Background: an optimization exercise with open tools, aiming at small area and a short achievable clock period. Do not read the settings as production practice. The RTL was checked by simulation tests, not by an equivalence proof against the original design.

File: flow/design.v
module mul16_top(
    input clk,
    input [15:0] a,
    input [15:0] b,
    output reg [31:0] res
);
    reg [15:0] a_r, b_r;
    wire [31:0] p;
    multiplier u_mul(.a(a_r), .b(b_r), .res(p));
    always @(posedge clk) begin
        a_r <= a;
        b_r <= b;
        res <= p;
    end
endmodule

module multiplier(
    input [15:0] a,
    input [15:0] b,
    output [31:0] res
);
    reg [31:0] tmp;
    reg [31:0] multiplicand;
    integer i;
    always @(*) begin
        tmp = 0;
        multiplicand = {16'b0, a}; 
        for (i = 0; i < 16; i = i + 1) begin
            if (b[i] == 1) begin
                tmp = tmp + multiplicand;
            end
            multiplicand = multiplicand << 1;
        end
    end
    assign res = tmp;
endmodule
File: flow/run.sh
#!/bin/bash
# synth_recipe.tcl (not shown) runs the flow's synth.tcl, then flattens the netlist and writes it again
# the make line also repeats each setting of config.mk as NAME=value (left out here)
make -C /OpenROAD-flow-scripts/flow DESIGN_CONFIG=/design/flow/config.mk WORK_HOME=/design/flow/orfs CLKGATE_MAP_FILE= SYNTH_SCRIPT=/design/flow/synth_recipe.tcl finish
File: flow/config.mk
export PLATFORM = sky130hd
export DESIGN_NAME = mul16_top
export DESIGN_NICKNAME = mul16_top
export VERILOG_FILES = /design/flow/design.v
export SDC_FILE = /design/flow/constraint.sdc
export NUM_CORES = 4
export LEC_CHECK = 0
export CAP_MARGIN = 20
export CORE_MARGIN = 2
export CORE_UTILIZATION = 40
export SLEW_MARGIN = 20
File: flow/constraint.sdc
create_clock -name core_clock -period 22.0 [get_ports {clk}]
set_input_delay 4.4000 -clock core_clock [delete_from_list [all_inputs] [get_ports {clk}]]
set_output_delay 4.4000 -clock core_clock [all_outputs]
set_load 0.01 [all_outputs]
==> results.json <==
{
  "dp.cells": 2847,
  "clk_pin_slew_ps": 80,
  "cts.sink_count": 64,
  "yosys.area.top_type": "ha_1",
  "path_delay_family": "compound AO/OA/AOI/OAI gates",
  "cts_buffer_depth": 2,
  "hold_end": "res[0]",
  "cts_tree": "built",
  "yosysTopAreaCellShare_pct": 21.1,
  "postSynthCellCount": 2231,
  "htreeDepth": 3,
  "crit_required_ps": 22270,
  "post-route-drc-count": 0,
  "r2r_end": "res[30]",
  "fp.dieW_um": 205,
  "crit_path_max_incr_delay_ps": 520,
  "first_pass_iters": 5,
  "finalSetupViolCount": 0,
  "syn_area_um2": 16200,
  "arrival_ps": 21270,
  "grt_first_pass_wirelength_mm": 88.4,
  "clock_latency_ps": 390,
  "antenna_left": 0,
  "final_util_pct": 47.9,
  "ff2ff_path_depth": 101,
  "dieArea_um2": 42100,
  "grt_pass1_vias": 16200,
  "holdCritStartpoint": "b_r[0]",
  "synth_seq_cells": 64,
  "synth_ff_type": "dfxtp_1",
  "period_minus_slack_ps": 21000,
  "rrSetupSlack_ps": 1000,
  "diodes": 0,
  "drtIter0Drc": 1396,
  "final_nets": 2689,
  "register_area_um2": 1290,
  "endpoint_kind": "flop",
  "portBuffers": 64,
  "crit_buf_inv": 8,
  "dieHeight_um": 205,
  "ys_types": 87,
  "drt-total-wl_mm": 57.1,
  "dr_total_vias": 17300,
  "synth_area_leaders": "ha_1, dfxtp_1, a21oi_1",
  "rr_startpoint": "b_r[0]",
  "max-slew-margin-rel_pct": 40.9,
  "hp-class": "reg -> reg",
  "fill_cells": 4045,
  "drive_above_1_share_pct": 14.4,
  "min_period_over_period_pct": 95.5,
  "rows": 73,
  "worstPathMaxFanout": 14,
  "initial_core_util_pct": 40.6,
  "hold_depth": 1,
  "outcome": "no timing/DRC/antenna violations",
  "multiInputGateArea_um2": 14800,
  "cp-startpoint": "b_r[0]",
  "start_kind": "flop",
  "antenna_found_initial": 0,
  "avgViaCountPerCell": 5.97,
  "synth_warnings": 2,
  "gp_congestion": 0.961,
  "synth-edff-count": 0,
  "critPathSlowestCell": "or4_1",
  "avgSynthCellArea_um2": 7.25,
  "finalMaxSlewViolations": 0,
  "syn_nets": 2552,
  "overflow": 0,
  "dp_hpwl_mm": 44.2,
  "worst_clock_skew_ps": 23.1,
  "hold_ws_ps": 583,
  "core_area_um2": 39800,
  "syn_to_final_growth_pct": 18.0,
  "tightest_slew_ps": 885,
  "maxCapViolations": 0,
  "pin_count": 65,
  "wl_per_cell_um": 19.7,
  "cts_root_buf": "clkbuf_16",
  "fmaxAchievable_mhz": 47.6,
  "ys_seq_area_share_pct": 7.92,
  "hold_viol_final": 0,
  "cts-buffers-inserted": 9,
  "crit_top_cell": "ha_1",
  "path_class": "reg -> reg",
  "grt_max_degree": 44,
  "layout.cells.non_filler": 2898,
  "async_flop_share_pct": 0,
  "cp.depth": 101,
  "grt_usage_pct": 26.7
}
-- cell families after synthesis --
logic type      Yosys count  share of synthesized area (%)
fa+ha+maj               288                           23.0
compound gates          774                           31.7
simple gates            687                           19.5
flops                    64                           7.92
buf+inv                 184                           4.35
mux                      68                           4.59
xor+xnor                166                           8.99
-- Yosys cell counts (10+ instances only) --
cell      number
fa_1          15
clkbuf_1      55
a21boi_0      10
a21oi_1      200
nand4_1       13
and2_1        23
xnor2_1      108
a21o_1        60
nand2b_1      37
nand2_1      265
or3_1         17
xor2_1        58
ha_1         273
a211oi_1      32
o21ai_0      167
nand3_1       44
or2_2         11
a22oi_1       11
mux2i_1       18
dfxtp_1       64
o31ai_1       19
o21bai_1      11
inv_1        113
o211ai_1      35
a31oi_1       31
o21a_1        57
and3_1        13
nor2_1       166
mux2_2        50
nor3_1        38
nor2b_1       29
-- cell usage in the layout, fill, tap and decap left out, types with 16 or more instances in the layout --
master           count
and2_1              23
a21o_1              60
mux2_2              50
nor2_1             164
buf_4              129
or3_1               17
o211ai_1            35
a21oi_2             23
a31oi_1             26
nor2b_1             26
mux2i_1             16
nor3_1              35
xor2_1              56
clkdlybuf4s50_1     64
a211oi_1            26
nand2b_1            37
ha_1               253
nand3_1             44
a21oi_1            173
xnor2_1            108
o21ai_0            151
dfxtp_1             62
o21a_1              56
nand2_1            264
inv_1              113
-- metal layers --
| metal | track usage, % | up-vias | wire (µm) |
|---|---|---|---|
| li1 | - | 8493 | - |
| met4 | 9.10 | 0 | 1790 |
| met5 | 0 | - | 0 |
| met2 | 43.5 | 546 | 25700 |
| met3 | 2.59 | 94 | 2930 |
| met1 | 36.7 | 8159 | 26700 |
-- through the flow --
stage | area (µm²) | setup slack (ps) | setup TNS, ps
after floorplan | 16200 | 2450 | 0
after global placement | 17900 | -164 | -471
after detailed placement | 17900 | -367 | -1120
after CTS | 18300 | 0.473 | 0
after global routing | 19100 | -193 | -575
final | 19100 | 999 | 0
-- final cells by class --
cell class | count | area share [%]
Multi-Input combinational cell | 1983 | 77.4
Timing Repair Buffer | 195 | 8.55
Sequential cell | 64 | 6.74
Tap cell | 525 | 3.44
Inverter | 115 | 2.26
Clock buffer | 10 | 1.25
Clock inverter | 6 | 0.354
-- timing repair --
action	in CTS	in global routing
setup buffers	1	34
endpoints found under the setup margin	6	11
hold buffers	0	0
pin swaps	1	29
resized for setup	8	128
-- flip-flops by register name, summed over array words and instances (netlist names) --
| signal | count |
|---|---|
| a_r | 16 |
| b_r | 16 |
| res | 32 |
-- worst max path at each step --
stage / to / slack (ps)
floorplan: res[30] / 2450
global placement: res[30] / -160
CTS: res[29] / 0.5
global route: res[30] / -190
detailed placement: res[29] / -370
finish: res[30] / 1000

## separate check: timing with driven ports
In the flow no input, the clock included, has a driving cell. The finished layout below was timed again as built, in two steps.
Step 1 sets driving cells, clkbuf_16 on the clock port and buf_2 on the other inputs (assumed; they add their load-dependent delay and slew).
Step 2 times the ports against the registers' clock, not the clock port: input delays grow and output delays shrink by t, the midpoint of the rising clock arrivals with the driver on.
Three values: ideal ports, drivers, drivers and shift; two values: the first two.
t, ns: 0.433
slack for setup (ns): 0.999 / 0.999 / 0.999
hold slack, ns: 0.583 / 0.583 / 0.583
worst slew at a driven data input, ns: 0.04
After both steps setup and hold are still met in this run. For this run, drivers alone change the setup slack by 0.000 ns; drivers and shift together by 0.000 ns.
